What follows belongs to an exercise in optimizing a design on an open flow for small area; a production flow would make more cautious choices.
In this exercise RTL edits were held to simulation tests only and were not proved equivalent to the original.
Power figures rest on the tool's default switching activity, not on a simulated workload.

== the baseline ==
Design MULTI_FIFOS, start of the top module:
module MULTI_FIFOS #(
    parameter DATA_WIDTH = 8,                        
    parameter FIFO_DEPTH = 16,                       
    parameter NUM_FIFOS = 4                          
)(
    input  wire CLK,
    input  wire RST_N,
    input  wire [NUM_FIFOS-1:0] WR_EN,                
    input  wire [NUM_FIFOS-1:0] RD_EN,                
    input  wire [NUM_FIFOS*DATA_WIDTH-1:0] DIN,       
    output wire [NUM_FIFOS*DATA_WIDTH-1:0] DOUT,     
    output wire [NUM_FIFOS-1:0] FULL,                
    output wire [NUM_FIFOS-1:0] EMPTY                
);
    genvar i;
    generate
        for (i=0; i<NUM_FIFOS; i=i+1) begin : fifo_instances
            FIFO #(
                .DATA_WIDTH(DATA_WIDTH),
                .FIFO_DEPTH(FIFO_DEPTH)
            ) fifo_inst (
                .CLK(CLK),
                .RST_N(RST_N),
                .WR_EN(WR_EN[i]),
                .RD_EN(RD_EN[i]),
                .DIN(DIN[(i + 1) * DATA_WIDTH - 1:i * DATA_WIDTH]),
                .DOUT(DOUT[(i + 1) * DATA_WIDTH - 1:i * DATA_WIDTH]),
                .FULL(FULL[i]),
                .EMPTY(EMPTY[i])
            );
        end
    endgenerate
endmodule
clock: 5.0 ns
lec_check: 0
cap_margin: 0
core_margin: 2
core_utilization: 70
slew_margin: 0
synth_hierarchical: 1
synth_minimum_keep_size: 0
standard.sh (not shown) runs the stock make flow with config.mk's settings and CLKGATE_MAP_FILE= SYNTH_SCRIPT=/design/flow/synth_recipe.tcl, a recipe that flattens the netlist after the stock synthesis.
==> flow/flow/run.sh <==
#!/bin/bash
# Standard ORFS layout (standard.sh, unchanged synthesis) with three changes,
# all set in settings.sh: port buffers use the smallest buffer cell, clock
# tree synthesis uses small clock buffers without dummy loads, and after the
# placement repair, cells off the critical paths are sized down
# (recover.tcl). ORFS writes each step's log under orfs/logs; make's own
# output goes to flow_make.log.
set -euo pipefail
cd "$(dirname "$0")/.."
source flow/settings.sh
bash standard.sh > flow_make.log 2>&1
==> flow/flow/recover.tcl <==
# Downsize cells off the critical paths (area/power recovery) before detailed placement.
log_cmd repair_timing -recover_power 100
==> flow/flow/settings.sh <==
export BUFFER_PORTS_ARGS="-buffer_cell sky130_fd_sc_hd__buf_1"
export CTS_ARGS="-sink_clustering_enable -repair_clock_nets -dont_use_dummy_load -sink_clustering_size 10 -sink_clustering_max_diameter 60 -buf_list sky130_fd_sc_hd__clkbuf_4"
export POST_RESIZE_TCL="$PWD/flow/recover.tcl"
The baseline reached the end of the flow, and the finished layout is clean on the timing, design-rule and antenna checks.
The following lists how the candidate was set up differently from the baseline:
--- a/flow/design.v
+++ b/flow/design.v
@@ -6,33 +6,29 @@
     input  wire RST_N,
     input  wire WR_EN,
     input  wire RD_EN,
     input  wire [DATA_WIDTH-1:0] DIN,
     output reg  [DATA_WIDTH-1:0] DOUT,
     output wire FULL,
     output wire EMPTY
 );
     reg [DATA_WIDTH-1:0] mem [0:15];
-    wire wr_ok, wr_ok_hi, hold;
+    wire wr_ok, hold;
     wire [15:0] oh;
     FIFO_CTRL u_ctrl (
         .CLK(CLK), .RST_N(RST_N), .WR_EN(WR_EN), .RD_EN(RD_EN),
-        .wr_ok(wr_ok), .wr_ok_hi(wr_ok_hi), .oh(oh), .hold(hold), .FULL(FULL), .EMPTY(EMPTY)
+        .wr_ok(wr_ok), .oh(oh), .hold(hold), .FULL(FULL), .EMPTY(EMPTY)
     );
     integer k;
     always @(posedge CLK) begin
         if (wr_ok) begin
             mem[0] <= DIN;
-            for (k = 1; k < 8; k = k + 1)
-                mem[k] <= mem[k-1];
-        end
-        if (wr_ok_hi) begin
-            for (k = 8; k < 16; k = k + 1)
+            for (k = 1; k < 16; k = k + 1)
                 mem[k] <= mem[k-1];
         end
     end
     genvar g;
     wire [DATA_WIDTH-1:0] dnext;
     generate
         for (g = 0; g < DATA_WIDTH; g = g + 1) begin : bit_
             wire [4:0] t;
             AO222 a0 (.a(mem[0][g]),  .sa(oh[0]),  .b(mem[1][g]),  .sb(oh[1]),  .c(mem[2][g]),  .sc(oh[2]),  .yn(t[0]));
@@ -50,43 +46,41 @@
             DOUT <= dnext;
     end
 endmodule
 module FIFO_CTRL (
     input  wire CLK,
     input  wire RST_N,
     input  wire WR_EN,
     input  wire RD_EN,
     output wire wr_ok,
-    output wire wr_ok_hi,
     output wire [15:0] oh,
     output wire hold,
     output wire FULL,
     output wire EMPTY
 );
     reg  [4:0] x;
     wire [4:0] x_nx;
     always @(posedge CLK or negedge RST_N) begin
         if (!RST_N)
             x <= 5'd0;
         else
             x <= x_nx;
     end
     FIFO_CTRL_COMB u_comb (
-        .WR(WR_EN), .RD(RD_EN), .x(x), .wr_ok(wr_ok), .wr_ok_hi(wr_ok_hi), .oh(oh), .hold(hold),
+        .WR(WR_EN), .RD(RD_EN), .x(x), .wr_ok(wr_ok), .oh(oh), .hold(hold),
         .FULL(FULL), .EMPTY(EMPTY), .x_nx(x_nx)
     );
 endmodule
-module FIFO_CTRL_COMB(WR, RD, x, wr_ok, wr_ok_hi, oh, hold, FULL, EMPTY, x_nx);
+module FIFO_CTRL_COMB(WR, RD, x, wr_ok, oh, hold, FULL, EMPTY, x_nx);
   input WR;
   input RD;
   input [4:0] x;
   output wr_ok;
-  output wr_ok_hi;
   output [15:0] oh;
   output hold;
   output FULL;
   output EMPTY;
   output [4:0] x_nx;
   wire _00_;
   wire _01_;
   wire _02_;
   wire _03_;
@@ -122,19 +116,18 @@
   G_nor2_1 u33 (.A(WR), .B(_03_), .Y(_04_));
   G_nand2_1 u34 (.A(_04_), .B(x[0]), .Y(_05_));
   G_clkinv_1 u35 (.A(_05_), .Y(_06_));
   G_nand3_1 u36 (.A(_06_), .B(_02_), .C(x[4]), .Y(_07_));
   G_nor2_1 u37 (.A(EMPTY), .B(_06_), .Y(_08_));
   G_nand2_1 u38 (.A(_08_), .B(x[1]), .Y(_09_));
   G_o21ai_0 u39 (.A1(x[0]), .A2(_04_), .B1(_08_), .Y(_10_));
   G_nand2_1 u40 (.A(_03_), .B(WR), .Y(_11_));
   G_nor2_1 u41 (.A(_11_), .B(FULL), .Y(wr_ok));
-  G_nor2_1 u41b (.A(_11_), .B(FULL), .Y(wr_ok_hi));
   G_nand4_1 u42 (.A(_10_), .B(_09_), .C(_07_), .D(wr_ok), .Y(_12_));
   G_nor3_1 u43 (.A(_02_), .B(EMPTY), .C(_05_), .Y(_13_));
   G_o22ai_1 u44 (.A1(x[3]), .A2(_13_), .B1(x[2]), .B2(_12_), .Y(_14_));
   G_clkinv_1 u45 (.A(_13_), .Y(_15_));
   G_nand2_1 u46 (.A(x[3]), .B(x[2]), .Y(_16_));
   G_nor2_1 u47 (.A(_16_), .B(_15_), .Y(oh[0]));
   G_o21ai_0 u48 (.A1(EMPTY), .A2(oh[0]), .B1(_12_), .Y(x_nx[4]));
   G_o21ai_0 u49 (.A1(_01_), .A2(_15_), .B1(x_nx[4]), .Y(_17_));
   G_a21oi_1 u50 (.A1(x[4]), .A2(_14_), .B1(_17_), .Y(x_nx[3]));
@@ -186,27 +179,27 @@
     output wire yn
 );
     assign yn = ~((a & sa) | (b & sb) | (c & sc));
 endmodule
 module SELTAIL (
     input  wire [4:0] tn,
     input  wire a, sa, b, sb,
     output wire y
 );
-    wire c;
-    AND3 u_c (.a(tn[0]), .b(tn[1]), .c(tn[2]), .y(c));
-    TAIL3 u_y (.c(c), .t3(tn[3]), .t4(tn[4]), .a(a), .sa(sa), .b(b), .sb(sb), .y(y));
-endmodule
-module AND3 (input wire a, b, c, output wire y);
-    assign y = a & b & c;
-endmodule
-module TAIL3 (input wire c, t3, t4, a, sa, b, sb, output wire y);
-    assign y = ~(c & t3 & t4 & ~((a & sa) | (b & sb)));
+    wire q;
+    NAND3 u_q (.a(tn[0]), .b(tn[1]), .c(tn[2]), .y(q));
+    TAIL2 u_y (.q(q), .t3(tn[3]), .t4(tn[4]), .a(a), .sa(sa), .b(b), .sb(sb), .y(y));
+endmodule
+module NAND3 (input wire a, b, c, output wire y);
+    assign y = ~(a & b & c);
+endmodule
+module TAIL2 (input wire q, t3, t4, a, sa, b, sb, output wire y);
+    assign y = q | ~t3 | ~t4 | (a & sa) | (b & sb);
 endmodule
 module MULTI_FIFOS #(
     parameter DATA_WIDTH = 8,                        
     parameter FIFO_DEPTH = 16,                       
     parameter NUM_FIFOS = 4                          
 )(
     input  wire CLK,
     input  wire RST_N,
     input  wire [NUM_FIFOS-1:0] WR_EN,                
==> comparison <==
- Diff the baseline -> the candidate: die outline area held; worst path setup slack after routing went up 0.057 ns.
- On power in sequential cells, the candidate and the baseline are basically level.
- Required time of the critical path essentially unchanged between the candidate and the baseline.
- Delta (the candidate minus the baseline): detail-routed via count per cell +about 1.1%, length of routed met2 wiring +2.4%.

-- afterwards: timing with drivers on the ports --
Ports are ideal in the flow. The routed layouts listed here were re-timed in OpenROAD.
Step 1: set_driving_cell puts a clkbuf_16 on CLK and a buf_2 on each other input, an assumption about the parent block.
Step 2, shift: input delay + t, output delay - t, t = (earliest + latest rising clock arrival at the registers) / 2. This alone moves slack from input paths to output paths.
Slacks: ideal ports / drivers / drivers and shift; pairs: ideal ports / drivers.
| run | shift t [ns] | setup WS [ns] | hold WS [ns] | worst register clock-pin slew, ns | pins driven straight from the clock port |
|---|---|---|---|---|---|
| the baseline | 0.707 | 1.695 / 1.649 / 1.686 | 0.416 / 0.416 / 0.416 | 0.11 / 0.11 | 1 |
| the candidate | 0.724 | 1.752 / 1.709 / 1.685 | 0.413 / 0.413 / 0.413 | 0.11 / 0.11 | 1 |
After both steps every run listed still meets setup and hold. The setup slack of the candidate, which loses most, moves by -0.043 ns with the drivers and by -0.067 ns with both steps.
